Context: an optimization exercise on an open-source flow, tuned for small area. The choices shown serve that exercise and are no tape-out recipe. Where RTL was checked, it was by simulation tests only, not by an equivalence proof against the original. No driver is modelled on the clock port, so clock power and skew are understated where the tree is cut down; a real chip needs a root buffer or a tree. Power figures rest on the tool's default switching activity, not on a simulated workload.

==> flow/design.v (excerpt) <==
module UAPBCORE(
input PCLK,
input PRESETN,
input PSEL,
input PENABLE,
input [1:0] PADDR,
input PWRITE,
input [7:0] PWDATA,
output [7:0] PRDATA,
output PREADY,
input RX,
output TX,
output TXRDY,
output RXRDY,
output [7:0] DATAOUT,
output s_tick
);
wire wr = PSEL & PENABLE & PWRITE;
wire rd = PSEL & PENABLE & ~PWRITE;
reg [7:0] baud, q;
assign s_tick = (q == baud);
always @(posedge PCLK, negedge PRESETN)
  if (!PRESETN) begin
    baud <= 8'd3;
    q <= 8'd0;
  end else begin
    if (wr && PADDR == 2'd0)
      baud <= PWDATA;
    q <= s_tick ? 8'd0 : q + 8'd1;
  end
reg [7:0] thr;           
reg       tempty;        
reg [7:0] tsr;           
reg [3:0] ts;
reg [2:0] tpr;         
reg       tp2;
wire [3:0] tp = {tpr[2], tp2, tpr[1:0]};
reg       txr;
wire t_idle = ~tp[3] & tp[0] & ~tp[1];
wire t_load = t_idle & ~tempty;
wire t_en   = s_tick & ~t_idle;
always @(posedge PCLK)
  if (tempty)
    thr <= PWDATA;
always @(posedge PCLK)
  if (t_idle)
    tsr <= thr;
always @(posedge PCLK)
  if (t_load)
    tp2 <= 1'b1;
  else if (t_en && ts == 4'd15)
    tp2 <= tp[2] ^ (tp[1] & tp[0]);
always @(posedge PCLK)
  if (t_load)
    ts <= 4'd0;
  else if (s_tick)
    ts <= ts + 4'd1;
always @(posedge PCLK, negedge PRESETN)
  if (!PRESETN) begin
    tempty <= 1'b1;
    tpr <= 3'b001;
    txr <= 1'b1;
  end else begin
    if (t_load)
      tempty <= 1'b1;
    else if (wr && PADDR == 2'd2)
      tempty <= 1'b0;
    if (t_load)
      tpr <= 3'b011;
    else if (t_en && ts == 4'd15)
      tpr <= {tp[3] ^ (&tp[2:0]), tp[1] ^ tp[0], ~tp[0]};
    txr <= tp[3] ? tsr[tp[2:0]] : ~tp[1];
  end
assign TX = txr;
assign TXRDY = tempty;
reg       rxs;
reg [3:0] rs;
reg [2:0] rpr;         
reg       rp2;
wire [3:0] rp = {rpr[2], rp2, rpr[1:0]};
reg [7:0] rsr;
reg [7:0] rbuf;
reg       rfull;
wire r_idle  = ~rp[3] & rp[0] & ~rp[1];
wire r_start = r_idle & ~rxs;
wire r_en    = s_tick & ~r_idle;
wire r_last  = r_en && rs == 4'd15;
wire r_done  = r_last & ~rp[3] & ~rp[0];
always @(posedge PCLK)
  if (r_start)
    rs <= 4'd8;
  else if (s_tick)
    rs <= rs + 4'd1;
always @(posedge PCLK)
  if (r_start)
    rp2 <= 1'b1;
  else if (r_last)
  ...
For scale: about 37 I/O pins, about 0.0026 sq mm of cells after synthesis.
==> module UAPBCORE, before the edit <==
module UAPBCORE(
input PCLK,
input PRESETN,
input PSEL,
input PENABLE,
input [1:0] PADDR,
input PWRITE,
input [7:0] PWDATA,
output [7:0] PRDATA,
output PREADY,
input RX,
output TX,
output TXRDY,
output RXRDY,
output [7:0] DATAOUT,
output s_tick
);
wire wr = PSEL & PENABLE & PWRITE;
wire rd = PSEL & PENABLE & ~PWRITE;
reg [7:0] baud, q;
assign s_tick = (q == baud);
always @(posedge PCLK, negedge PRESETN)
  if (!PRESETN) begin
    baud <= 8'd3;
    q <= 8'd0;
  end else begin
    if (wr && PADDR == 2'd0)
      baud <= PWDATA;
    q <= s_tick ? 8'd0 : q + 8'd1;
  end
reg [7:0] thr;           
reg       tempty;        
reg [7:0] tsr;           
reg [3:0] ts;
reg [2:0] tpr;         
reg       tp2;
wire [3:0] tp = {tpr[2], tp2, tpr[1:0]};
reg       txr;
wire t_idle = ~tp[3] & tp[0] & ~tp[1];
wire t_load = t_idle & ~tempty;
wire t_en   = s_tick & ~t_idle;
always @(posedge PCLK)
  if (tempty)
    thr <= PWDATA;
always @(posedge PCLK)
  if (t_idle)
    tsr <= thr;
always @(posedge PCLK)
  if (t_load)
    tp2 <= 1'b1;
  else if (t_en && ts == 4'd15)
    tp2 <= tp[2] ^ (tp[1] & tp[0]);
always @(posedge PCLK)
  if (t_load)
    ts <= 4'd0;
  else if (s_tick)
    ts <= ts + 4'd1;
always @(posedge PCLK, negedge PRESETN)
  if (!PRESETN) begin
    tempty <= 1'b1;
    tpr <= 3'b001;
    txr <= 1'b1;
  end else begin
    if (t_load)
      tempty <= 1'b1;
    else if (wr && PADDR == 2'd2)
      tempty <= 1'b0;
    if (t_load)
      tpr <= 3'b011;
    else if (t_en && ts == 4'd15)
      tpr <= {tp[3] ^ (&tp[2:0]), tp[1] ^ tp[0], ~tp[0]};
    txr <= tp[3] ? tsr[tp[2:0]] : ~tp[1];
  end
assign TX = txr;
assign TXRDY = tempty;
reg       rxs;
reg [3:0] rs;
reg [2:0] rpr;         
reg       rp2;
wire [3:0] rp = {rpr[2], rp2, rpr[1:0]};
reg [7:0] rsr;
reg [7:0] rbuf;
reg       rfull;
wire r_idle  = ~rp[3] & rp[0] & ~rp[1];
wire r_start = r_idle & ~rxs;
wire r_en    = s_tick & ~r_idle;
wire r_last  = r_en && rs == 4'd15;
wire r_done  = r_last & ~rp[3] & ~rp[0];
always @(posedge PCLK)
  if (r_start)
    rs <= 4'd8;
  else if (s_tick)
    rs <= rs + 4'd1;
always @(posedge PCLK)
  if (r_start)
    rp2 <= 1'b1;
  else if (r_last)
    rp2 <= rp[2] ^ (rp[1] & rp[0]);
always @(posedge PCLK)
  if (r_last & rp[3])
    rsr <= {rxs, rsr[7:1]};
always @(posedge PCLK, negedge PRESETN)
  if (!PRESETN) begin
    rxs <= 1'b1;
    rpr <= 3'b001;
    rbuf <= 8'd0;
    rfull <= 1'b0;
  end else begin
    rxs <= RX;
    if (r_start)
      rpr <= 3'b011;
    else if (r_last)
      rpr <= {rp[3] ^ (&rp[2:0]), rp[1] ^ rp[0], ~rp[0]};
    if (r_done) begin
      rbuf <= rsr;
      rfull <= 1'b1;
    end else if (rd && PADDR == 2'd3)
      rfull <= 1'b0;
  end
assign RXRDY = rfull;
assign DATAOUT = rbuf;
assign PREADY = 1'b1;
assign PRDATA = PADDR[1] ? (PADDR[0] ? rbuf : 8'd0)
                         : (PADDR[0] ? {6'd0, RXRDY, TXRDY} : baud);
endmodule
export LEC_CHECK = 0
export CAP_MARGIN = 0
export CORE_MARGIN = 2
export CORE_UTILIZATION = 70
export GPL_TIMING_DRIVEN = 0
export SLEW_MARGIN = 0
create_clock -name core_clock -period 10.0 [get_ports {PCLK}]
standard.sh (not shown) runs the stock make flow with config.mk's settings and CLKGATE_MAP_FILE= SYNTH_SCRIPT=/design/flow/synth_recipe.tcl, a recipe that flattens the netlist after the stock synthesis.
==> flow/flow/run.sh <==
#!/bin/bash
# The standard ORFS layout with:
#  - the standard synthesis, then its combinational logic re-mapped for area
#    (flow/resynth.sh; flip-flops untouched);
#  - every cell first at its smallest drive (flow/downsize.tcl, after synthesis);
#  - buf_1 port buffers;
#  - a small clock tree of our own (flow/myclk.tcl, run after CTS): a grid of
#    CLK_NX x CLK_NY clock buffers, each driving the flip-flops nearest to it.
set -euo pipefail
here=$(pwd)
export BUFFER_PORTS_ARGS="-buffer_cell sky130_fd_sc_hd__buf_1"
export CTS_ARGS="-sink_clustering_enable -repair_clock_nets -dont_use_dummy_load"
export POST_CTS_TCL=$here/flow/myclk.tcl
export POST_SYNTH_TCL=$here/flow/downsize.tcl
export CLK_NX=${CLK_NX:-2} CLK_NY=${CLK_NY:-2}
export CLK_BUF=${CLK_BUF:-sky130_fd_sc_hd__clkbuf_8}
export CLK_ROOT=${CLK_ROOT:-sky130_fd_sc_hd__clkbuf_4}
results=$here/orfs/results/$FLOW_PLATFORM/UAPBCORE/base
bash standard.sh synth > flow_synth.log 2>&1
bash flow/resynth.sh $results/1_2_yosys.v > resynth.log 2>&1
bash standard.sh > flow_standard.log 2>&1
Other scripts of this flow, unchanged in this note and not shown: flow/flow/downsize.tcl, flow/flow/myclk.tcl, flow/flow/resynth.sh
Next try:
--- a/flow/design.v
+++ b/flow/design.v
@@ -31,5 +31,5 @@
   end
 reg [7:0] thr;           
-reg       tempty;        
+reg       tfull;
 reg [7:0] tsr;           
 reg [3:0] ts;
@@ -39,8 +39,8 @@
 reg       txr;
 wire t_idle = ~tp[3] & tp[0] & ~tp[1];
-wire t_load = t_idle & ~tempty;
+wire t_load = t_idle & tfull;
 wire t_en   = s_tick & ~t_idle;
 always @(posedge PCLK)
-  if (tempty)
+  if (!tfull)
     thr <= PWDATA;
 always @(posedge PCLK)
@@ -55,16 +55,16 @@
   if (t_load)
     ts <= 4'd0;
-  else if (s_tick)
+  else if (t_en)
     ts <= ts + 4'd1;
 always @(posedge PCLK, negedge PRESETN)
   if (!PRESETN) begin
-    tempty <= 1'b1;
+    tfull <= 1'b0;
     tpr <= 3'b001;
     txr <= 1'b1;
   end else begin
-    if (t_load)
-      tempty <= 1'b1;
-    else if (wr && PADDR == 2'd2)
-      tempty <= 1'b0;
+    if (wr && PADDR == 2'd2 && !tfull)
+      tfull <= 1'b1;
+    else if (t_load)
+      tfull <= 1'b0;
     if (t_load)
       tpr <= 3'b011;
@@ -74,5 +74,5 @@
   end
 assign TX = txr;
-assign TXRDY = tempty;
+assign TXRDY = ~tfull;
 reg       rxs;
 reg [3:0] rs;
@@ -91,5 +91,5 @@
   if (r_start)
     rs <= 4'd8;
-  else if (s_tick)
+  else if (r_en)
     rs <= rs + 4'd1;
 always @(posedge PCLK)
Clock skew grows by 0.0081 ns.
Fmax went down by 5.2%.
Setup slack got worse by 0.27 ns.
Utilization increases by 0.36 points.
Via count is higher by 4.3%.
Global-route usage goes up by 1.7 points.
Power stays flat.
Critical path depth goes up by 1.
Routed wire length went up by 12%.
Combinational power came out higher by 7.7%.
Cell count is higher by 2.4%.
Worst hold slack got worse by 0.011 ns.
Sequential power decreases by about 1%.
Clock power is about the same.
No functional check of the RTL was part of the first run of this note. No run of this note takes its clock network from TritonCTS; it comes from the design's own scripts or RTL.

---

UAPBCORE, a different RTL version from the one above (not shown whole).
Size: ~240 cells after synthesis, about 37 I/O pins, roughly 0.0026 sq mm of cells after synthesis.
==> module UAPBCORE, before the edit <==
module UAPBCORE(
input PCLK,
input PRESETN,
input PSEL,
input PENABLE,
input [1:0] PADDR,
input PWRITE,
input [7:0] PWDATA,
output [7:0] PRDATA,
output PREADY,
input RX,
output TX,
output TXRDY,
output RXRDY,
output [7:0] DATAOUT,
output s_tick
);
wire wr = PSEL & PENABLE & PWRITE;
wire rd = PSEL & PENABLE & ~PWRITE;
reg [7:0] baud, q;
assign s_tick = (q == baud);
always @(posedge PCLK, negedge PRESETN)
  if (!PRESETN) begin
    baud <= 8'd3;
    q <= 8'd0;
  end else begin
    if (wr && PADDR == 2'd0)
      baud <= PWDATA;
    q <= s_tick ? 8'd0 : q + 8'd1;
  end
reg [7:0] thr;           
reg       tfull;
reg [7:0] tsr;           
reg [3:0] ts;
reg [2:0] tpr;         
reg       tp2;
wire [3:0] tp = {tpr[2], tp2, tpr[1:0]};
reg       txr;
wire t_idle = ~tp[3] & tp[0] & ~tp[1];
wire t_load = t_idle & tfull;
wire t_en   = s_tick & ~t_idle;
always @(posedge PCLK)
  if (!tfull)
    thr <= PWDATA;
always @(posedge PCLK)
  if (t_idle)
    tsr <= thr;
always @(posedge PCLK)
  if (t_load)
    tp2 <= 1'b1;
  else if (t_en && ts == 4'd15)
    tp2 <= tp[2] ^ (tp[1] & tp[0]);
always @(posedge PCLK)
  if (t_load)
    ts <= 4'd0;
  else if (s_tick)
    ts <= ts + 4'd1;
always @(posedge PCLK, negedge PRESETN)
  if (!PRESETN) begin
    tfull <= 1'b0;
    tpr <= 3'b001;
    txr <= 1'b1;
  end else begin
    if (t_load)
      tfull <= 1'b0;
    else if (wr && PADDR == 2'd2)
      tfull <= 1'b1;
    if (t_load)
      tpr <= 3'b011;
    else if (t_en && ts == 4'd15)
      tpr <= {tp[3] ^ (&tp[2:0]), tp[1] ^ tp[0], ~tp[0]};
    txr <= tp[3] ? tsr[tp[2:0]] : ~tp[1];
  end
assign TX = txr;
assign TXRDY = ~tfull;
reg       rxs;
reg [3:0] rs;
reg [2:0] rpr;         
reg       rp2;
wire [3:0] rp = {rpr[2], rp2, rpr[1:0]};
reg [7:0] rsr;
reg [7:0] rbuf;
reg       rfull;
wire r_idle  = ~rp[3] & rp[0] & ~rp[1];
wire r_start = r_idle & ~rxs;
wire r_en    = s_tick & ~r_idle;
wire r_last  = r_en && rs == 4'd15;
wire r_done  = r_last & ~rp[3] & ~rp[0];
always @(posedge PCLK)
  if (r_start)
    rs <= 4'd8;
  else if (s_tick)
    rs <= rs + 4'd1;
always @(posedge PCLK)
  if (r_start)
    rp2 <= 1'b1;
  else if (r_last)
    rp2 <= rp[2] ^ (rp[1] & rp[0]);
always @(posedge PCLK)
  if (r_last & rp[3])
    rsr <= {rxs, rsr[7:1]};
always @(posedge PCLK, negedge PRESETN)
  if (!PRESETN) begin
    rxs <= 1'b1;
    rpr <= 3'b001;
    rbuf <= 8'd0;
    rfull <= 1'b0;
  end else begin
    rxs <= RX;
    if (r_start)
      rpr <= 3'b011;
    else if (r_last)
      rpr <= {rp[3] ^ (&rp[2:0]), rp[1] ^ rp[0], ~rp[0]};
    if (r_done) begin
      rbuf <= rsr;
      rfull <= 1'b1;
    end else if (rd && PADDR == 2'd3)
      rfull <= 1'b0;
  end
assign RXRDY = rfull;
assign DATAOUT = rbuf;
assign PREADY = 1'b1;
assign PRDATA = PADDR[1] ? (PADDR[0] ? rbuf : 8'd0)
                         : (PADDR[0] ? {6'd0, RXRDY, TXRDY} : baud);
endmodule
clock: 10.0 ns
lec_check: 0
cap_margin: 0
core_margin: 2
core_utilization: 70
gpl_timing_driven: 0
slew_margin: 0
Scripts as last shown in full above: flow/flow/run.sh
Other scripts of this flow, unchanged in this note and not shown: flow/flow/downsize.tcl, flow/flow/myclk.tcl, flow/flow/resynth.sh
Rerun with:
--- a/flow/design.v
+++ b/flow/design.v
@@ -50,11 +50,11 @@
   if (t_load)
     tp2 <= 1'b1;
   else if (t_en && ts == 4'd15)
     tp2 <= tp[2] ^ (tp[1] & tp[0]);
 always @(posedge PCLK)
-  if (t_load)
+  if (t_idle)
     ts <= 4'd0;
   else if (s_tick)
     ts <= ts + 4'd1;
 always @(posedge PCLK, negedge PRESETN)
   if (!PRESETN) begin
@@ -86,21 +86,21 @@
 wire r_start = r_idle & ~rxs;
 wire r_en    = s_tick & ~r_idle;
 wire r_last  = r_en && rs == 4'd15;
 wire r_done  = r_last & ~rp[3] & ~rp[0];
 always @(posedge PCLK)
-  if (r_start)
+  if (r_idle)
     rs <= 4'd8;
   else if (s_tick)
     rs <= rs + 4'd1;
 always @(posedge PCLK)
   if (r_start)
     rp2 <= 1'b1;
   else if (r_last)
     rp2 <= rp[2] ^ (rp[1] & rp[0]);
 always @(posedge PCLK)
-  if (r_last & rp[3])
+  if (s_tick && rs == 4'd15)
     rsr <= {rxs, rsr[7:1]};
 always @(posedge PCLK, negedge PRESETN)
   if (!PRESETN) begin
     rxs <= 1'b1;
     rpr <= 3'b001;
Design area went up by 0.66%.
Die area rises by 0.68%.
Area after synthesis rises by 0.72%.
Via count rose by 0.48%.
Critical path depth goes down by 1.
Wire length grows by 3.4%.
Worst setup slack gains 0.14 ns.
Sequential power hardly moves.
No functional check of the RTL was part of the second run of this note. In every run of this note, the design's own scripts or RTL, not TritonCTS, make the clock network.

==> afterwards: timing with drivers on the ports <==
How much do the figures lean on ideal ports? The routed layouts below were timed once more, with nothing changed but the port constraints. Step 1 assumes that a clkbuf_16 drives the clock port and a buf_2 every other input. Step 2 also shifts input and output timing later by t, the mid clock arrival at the registers, as if the neighbouring blocks saw the same clock. Slacks: no drivers / after step 1 / after step 2; pairs: no drivers / after step 1.
run	t, ns	slack for setup (ns)	worst register clock-pin slew, ns	worst slew at a driven data input, ns
the first run of note 1	0.207	5.157 / 5.135 / 5.135	0.10 / 0.10	0.03
the second run of note 1	0.205	4.889 / 4.862 / 4.862	0.10 / 0.10	0.04
the first run of note 2	0.201	4.970 / 4.943 / 4.943	0.10 / 0.10	0.04
the second run of note 2	0.209	5.113 / 5.082 / 5.082	0.10 / 0.10	0.04
After both steps every run listed still meets setup and hold. The setup slack of the second run of note 2, which loses most, moves by -0.031 ns with the drivers and by -0.031 ns with both steps.
